This design comes from an exercise in tuning for small area and a short achievable clock period on the open sky130 flow, not from production work.
In this exercise RTL edits were held to simulation tests only and were not proved equivalent to the original.
No activity file was given, so power comes from the tool's default toggle rates.

Setup of juniper:
// MIPS_16_bit_Processor
module MIPS_16_bit_Processor(data_in,clk,interrupt,reset,data_out,imem_addr,imem_rdata,dmem_en,dmem_we,dmem_addr,dmem_wdata,dmem_rdata,prediction,present_state);
input [15:0] data_in;
input clk;
input interrupt;
input reset;
output [15:0] data_out;
output [15:0] imem_addr;
input [31:0] imem_rdata;
output dmem_en;
output dmem_we;
output [15:0] dmem_addr;
output [15:0] dmem_wdata;
input [15:0] dmem_rdata;
output [1:0] present_state;
output prediction;
reg [31:0] ins_prv;             
reg [15:0] hold_address;           
reg q1_t, q2_t, q3_t, q4_t;     
reg d3_t, d5_t, d6_t, d7_t, d8_t, d9_t;
reg g_t;                        
reg [4:0] reg4, reg5;
reg [4:0] reg6;
reg [15:0] ans_wb;
reg [15:0] AR, BR;                
reg rst_q;
reg [15:0] ans_ex, DM_data, data_out_r, Ex_out;
reg [1:0] flag_prv;
reg wi_t;
reg [15:0] hold_ret;               
reg [1:0] ps;
reg [15:0] rf [0:31];
integer i, j;
wire [31:0] insU = q3_t ? ins_prv : imem_rdata;
wire [31:0] ins = reset ? insU : 32'b0;
wire [5:0] op = ins[31:26];
wire [5:0] opU = insU[31:26];
wire Q1 = reset & q1_t;
wire Q2 = reset & q2_t;
wire is_LD  = (op == 6'o24);
wire is_ST  = (op == 6'o25);
wire Cond_J = (op[5:2] == 4'b0111);
wire L_D    = is_LD & ~Q1;
wire JUMP   = Cond_J & ~(reset & q4_t);
wire stall  = (op == 6'o21) | L_D | JUMP;
wire nor1_out = ~(Cond_J | Q1);
wire d3_out = reset & d3_t;
wire d5_out = reset & d5_t;
wire d7_out = reset & d7_t;
wire or1_out = Q1 | d5_out;
wire and3_out = ~d3_out & or1_out;
wire mem_rw_ex = reset & d6_t;
wire mem_en_ex = reset & d8_t;
wire mem_mux_sel_dm = reset & d9_t;
always @(posedge clk) begin
    ins_prv <= ins;
    q1_t <= L_D;
    q2_t <= JUMP;
    q3_t <= stall;
    q4_t <= Q2;
    d3_t <= ins[26];
    d5_t <= is_ST;
    d6_t <= d3_out;
    d7_t <= and3_out;
    d8_t <= or1_out;
    d9_t <= d7_out;
    g_t <= nor1_out;
end
wire [5:0] op_dec = ins_prv[31:26];
wire [15:0] imm = ins_prv[15:0];
wire imm_sel = (op_dec[5:3] == 3'b001);
wire [4:0] reg2 = g_t ? ins_prv[20:16] : 5'b0;
wire [4:0] reg3 = g_t ? ins_prv[25:21] : 5'b0;
wire [4:0] reg7 = g_t ? ins_prv[15:11] : 5'b0;
wire [15:0] ans_dm = mem_mux_sel_dm ? dmem_rdata : Ex_out;
wire comp1 = (reg4 == reg2);
wire comp2 = (reg5 == reg2);
wire comp3 = (reg6 == reg2);
wire comp4 = (reg4 == reg7);
wire comp5 = (reg7 == reg5);
wire comp6 = (reg7 == reg6);
wire [31:0] selA = 32'b1 << ins[20:16];
wire [31:0] selB = 32'b1 << ins[15:11];
  ...
Size: roughly 140 I/O pins.
==> flow/config.mk <==
export PLATFORM = sky130hd
export DESIGN_NAME = MIPS_16_bit_Processor
export DESIGN_NICKNAME = MIPS_16_bit_Processor
export VERILOG_FILES = /design/flow/design.v
export SDC_FILE = /design/flow/constraint.sdc
export NUM_CORES = 4
export LEC_CHECK = 0
export CAP_MARGIN = 15
export CORE_MARGIN = 2
export CORE_UTILIZATION = 40
export CTS_CLUSTER_DIAMETER = 80
export CTS_CLUSTER_SIZE = 24
export GPL_TIMING_DRIVEN = 1
export SLEW_MARGIN = 15
export SYNTH_HIERARCHICAL = 1
==> flow/constraint.sdc <==
create_clock -name core_clock -period 24.0 [get_ports {clk}]
set_input_delay 4.8000 -clock core_clock [delete_from_list [all_inputs] [get_ports {clk}]]
set_output_delay 4.8000 -clock core_clock [all_outputs]
set_load 0.01 [all_outputs]
standard.sh (not shown) runs the stock make flow with config.mk's settings and CLKGATE_MAP_FILE= SYNTH_SCRIPT=/design/flow/synth_recipe.tcl, a recipe that flattens the netlist after the stock synthesis.
==> flow/flow/run.sh <==
#!/bin/bash
set -euo pipefail
export SETUP_SLACK_MARGIN=12
export BUFFER_PORTS_ARGS="-buffer_cell sky130_fd_sc_hd__buf_2"
bash standard.sh > standard_flow.log 2>&1
juniper: full flow OK, the timing, DRC and antenna checks passed
#### Input delta (pepper over juniper)
- clearing CTS_CLUSTER_DIAMETER, which used to be 80
- clearing CTS_CLUSTER_SIZE, which used to be 24
==> results.txt <==
Going from juniper to pepper, total power went up 11%; portion of total power attributed to the clock network moved up. Critical path arrival: higher on juniper. The share of final layout cell area taken by clock buffers and inverters of pepper exceeds that of juniper by 2.9 points. Critical path startpoint: dmem_rdata[4] -> pepper, dmem_rdata[1] -> juniper. On final core area utilization: between juniper and pepper, it ends up higher for pepper.
Inputs modified between pepper and violet:
- CTS_CLUSTER_SIZE newly set to 24
- CTS_CLUSTER_DIAMETER newly set to 80
- CORE_UTILIZATION changed from 40 to 55
==> flow/flow/run.sh <==
#!/bin/bash
set -euo pipefail
export SETUP_SLACK_MARGIN=12
export BUFFER_PORTS_ARGS="-buffer_cell sky130_fd_sc_hd__buf_2"
export CTS_ARGS="-sink_clustering_enable -repair_clock_nets -sink_clustering_size 24 -sink_clustering_max_diameter 80 -dont_use_dummy_load"
bash standard.sh > standard_flow.log 2>&1
Results
Relative to pepper, final standard cell area without fillers decreased by 4.0% in violet. Compared with pepper, in violet number of filler cells placed in the layout has decreased, clock buffer count went down by about 54%.
Inputs modified between violet and sierra:
- changing CORE_UTILIZATION from 55 to 50
==> flow/flow/run.sh <==
#!/bin/bash
set -euo pipefail
export SETUP_SLACK_MARGIN=12
export BUFFER_PORTS_ARGS="-buffer_cell sky130_fd_sc_hd__buf_2"
bash standard.sh > standard_flow.log 2>&1
### Flow results
Summary of sierra over violet: share of final layout cell area taken by clock buffers and inverters went up by 0.93 points; die outline height grew by about 5%; final core area utilization went down 5.1 points; internal power component higher; count of TritonRoute iterations in the first routing pass shows a reduction of 1. Compared with violet, sierra ends up with more cell area. Total track usage, sierra and violet, higher one = violet.
The following lists how onyx was set up differently from sierra:
- CORE_UTILIZATION changed from 50 to 40
==> flow/flow/run.sh <==
#!/bin/bash
set -euo pipefail
export SETUP_SLACK_MARGIN=12
export BUFFER_PORTS_ARGS="-buffer_cell sky130_fd_sc_hd__buf_2"
export CTS_ARGS="-sink_clustering_enable -repair_clock_nets -sink_clustering_size 24 -sink_clustering_max_diameter 80 -dont_use_dummy_load"
bash standard.sh > standard_flow.log 2>&1
Findings:
Going from sierra to onyx, internal cell power fell 3.6%; worst IR drop on VDD went down about 20%; number of buffers inserted during clock tree synthesis fell by 3.
onyx reports a higher period utilization than sierra does.
Between sierra and onyx, the fraction of layout instances using a drive strength above 1 is higher for sierra.

========
## the reference run
Another version of the RTL of MIPS_16_bit_Processor (not shown whole).
Size in the first run: about 3400 cells after synthesis, roughly 140 I/O pins.
export LEC_CHECK = 0
export CAP_MARGIN = 35
export CORE_MARGIN = 2
export CORE_UTILIZATION = 40
export SLEW_MARGIN = 35
create_clock -name core_clock -period 24.0 [get_ports {clk}]
==> flow/flow/run.sh <==
#!/bin/bash
set -euo pipefail
export SETUP_SLACK_MARGIN=10
bash standard.sh > standard_flow.log 2>&1
Edits applied to the flow inputs when going from the reference run to the trial run:
==> flow/run.sh (new file) <==
#!/bin/bash
# synth_recipe.tcl (not shown) runs the flow's synth.tcl, then flattens the netlist and writes it again
# the make line also repeats each setting of config.mk as NAME=value (left out here)
make -C /OpenROAD-flow-scripts/flow DESIGN_CONFIG=/design/flow/config.mk WORK_HOME=/design/flow/orfs CLKGATE_MAP_FILE= SYNTH_SCRIPT=/design/flow/synth_recipe.tcl finish
removed: flow/flow/run.sh
removed: flow/standard.sh
## What came out
- Delta (the trial run minus the reference run): least setup slack across all paths after layout has decreased; total met2 wirelength after detailed routing has decreased.
- Taking the reference run as the reference, in the trial run via count dropped 2.0%; count of non-CTS inverters in the layout went down.

========
== the baseline ==
MIPS_16_bit_Processor, a different RTL version from the one above (not shown whole).
Size: ~3,600 cells after synthesis, roughly 720 flip-flops, about 140 I/O pins, ~39,000 um^2 of cells after synthesis.
==> flow/config.mk <==
export PLATFORM = sky130hd
export DESIGN_NAME = MIPS_16_bit_Processor
export DESIGN_NICKNAME = MIPS_16_bit_Processor
export VERILOG_FILES = /design/flow/design.v
export SDC_FILE = /design/flow/constraint.sdc
export NUM_CORES = 4
export LEC_CHECK = 0
export CAP_MARGIN = 35
export CORE_MARGIN = 2
export CORE_UTILIZATION = 40
export CTS_CLUSTER_DIAMETER = 60
export CTS_CLUSTER_SIZE = 24
export SLEW_MARGIN = 35
export SYNTH_HIERARCHICAL = 1
==> flow/constraint.sdc <==
create_clock -name core_clock -period 24.0 [get_ports {clk}]
set_input_delay 4.8000 -clock core_clock [delete_from_list [all_inputs] [get_ports {clk}]]
set_output_delay 4.8000 -clock core_clock [all_outputs]
set_load 0.01 [all_outputs]
==> flow/flow/run.sh <==
#!/bin/bash
set -euo pipefail
export SETUP_SLACK_MARGIN=12
export BUFFER_PORTS_ARGS="-buffer_cell sky130_fd_sc_hd__buf_2"
bash standard.sh > standard_flow.log 2>&1
The baseline closes out successfully: all stages finished, all timing, DRC and antenna checks passed.
Changes in the candidate relative to the baseline:
- swapping 35 for 15 in CAP_MARGIN
- putting GPL_TIMING_DRIVEN at 1 where nothing was set
- clearing CTS_CLUSTER_DIAMETER, which used to be 60
- clearing CTS_CLUSTER_SIZE, which used to be 24
- swapping 35 for 15 in SLEW_MARGIN
## What came out
As far as number of vias per cell is concerned, the baseline and the candidate perform about the same.
The non-clock buffer share of cell area was comparable across the baseline and the candidate.
Layout overhead on the synthesized area is lower on the baseline
On leakage power summed over all cells, the candidate does worse than the baseline.
The candidate ended with more clock group share of total power than the baseline.

[separate check: timing with driven ports]
The results above use ideal ports. As a check the final layouts listed here were re-extracted and re-timed, cells and wires unchanged.
Step 1 assumes that a clkbuf_16 drives the clock port and a buf_2 every other input.
Step 2 moves the port delays by t, midway between the first and last clock arrival at a register: inputs arrive t later, outputs are due t later. That takes back most of the time a late clock gives input paths.
a / b / c = no drivers / after step 1 / after step 2; a / b = the first two.
run	t, ns	slack for setup (ns)	worst setup path at the end	clock arrival spread, ns	worst slew at a driven data input, ns
juniper	0.719	11.093 / 11.041 / 11.041	input to output	0.084 / 0.084	0.16
pepper	0.710	11.126 / 11.064 / 11.064	input to output	0.059 / 0.059	0.13
violet	0.673	11.108 / 11.059 / 11.059	input to output	0.132 / 0.133	0.09
sierra	0.707	11.174 / 11.096 / 11.096	input to output	0.060 / 0.060	0.13
onyx	0.684	11.086 / 11.002 / 11.002	input to output	0.154 / 0.155	0.13
the reference run	0.730	10.030 / 9.956 / 9.956	input to output	0.040 / 0.041	0.16
the trial run	0.727	8.683 / 8.647 / 8.647	input to output	0.044 / 0.044	0.14
the baseline	0.715	10.925 / 10.878 / 10.878	input to output	0.057 / 0.057	0.11
the candidate	0.737	10.972 / 10.918 / 10.918	input to output	0.048 / 0.048	0.12
After both steps every run listed still meets setup and hold. For onyx, which loses most, drivers alone change the setup slack by -0.084 ns; drivers and shift together by -0.084 ns.
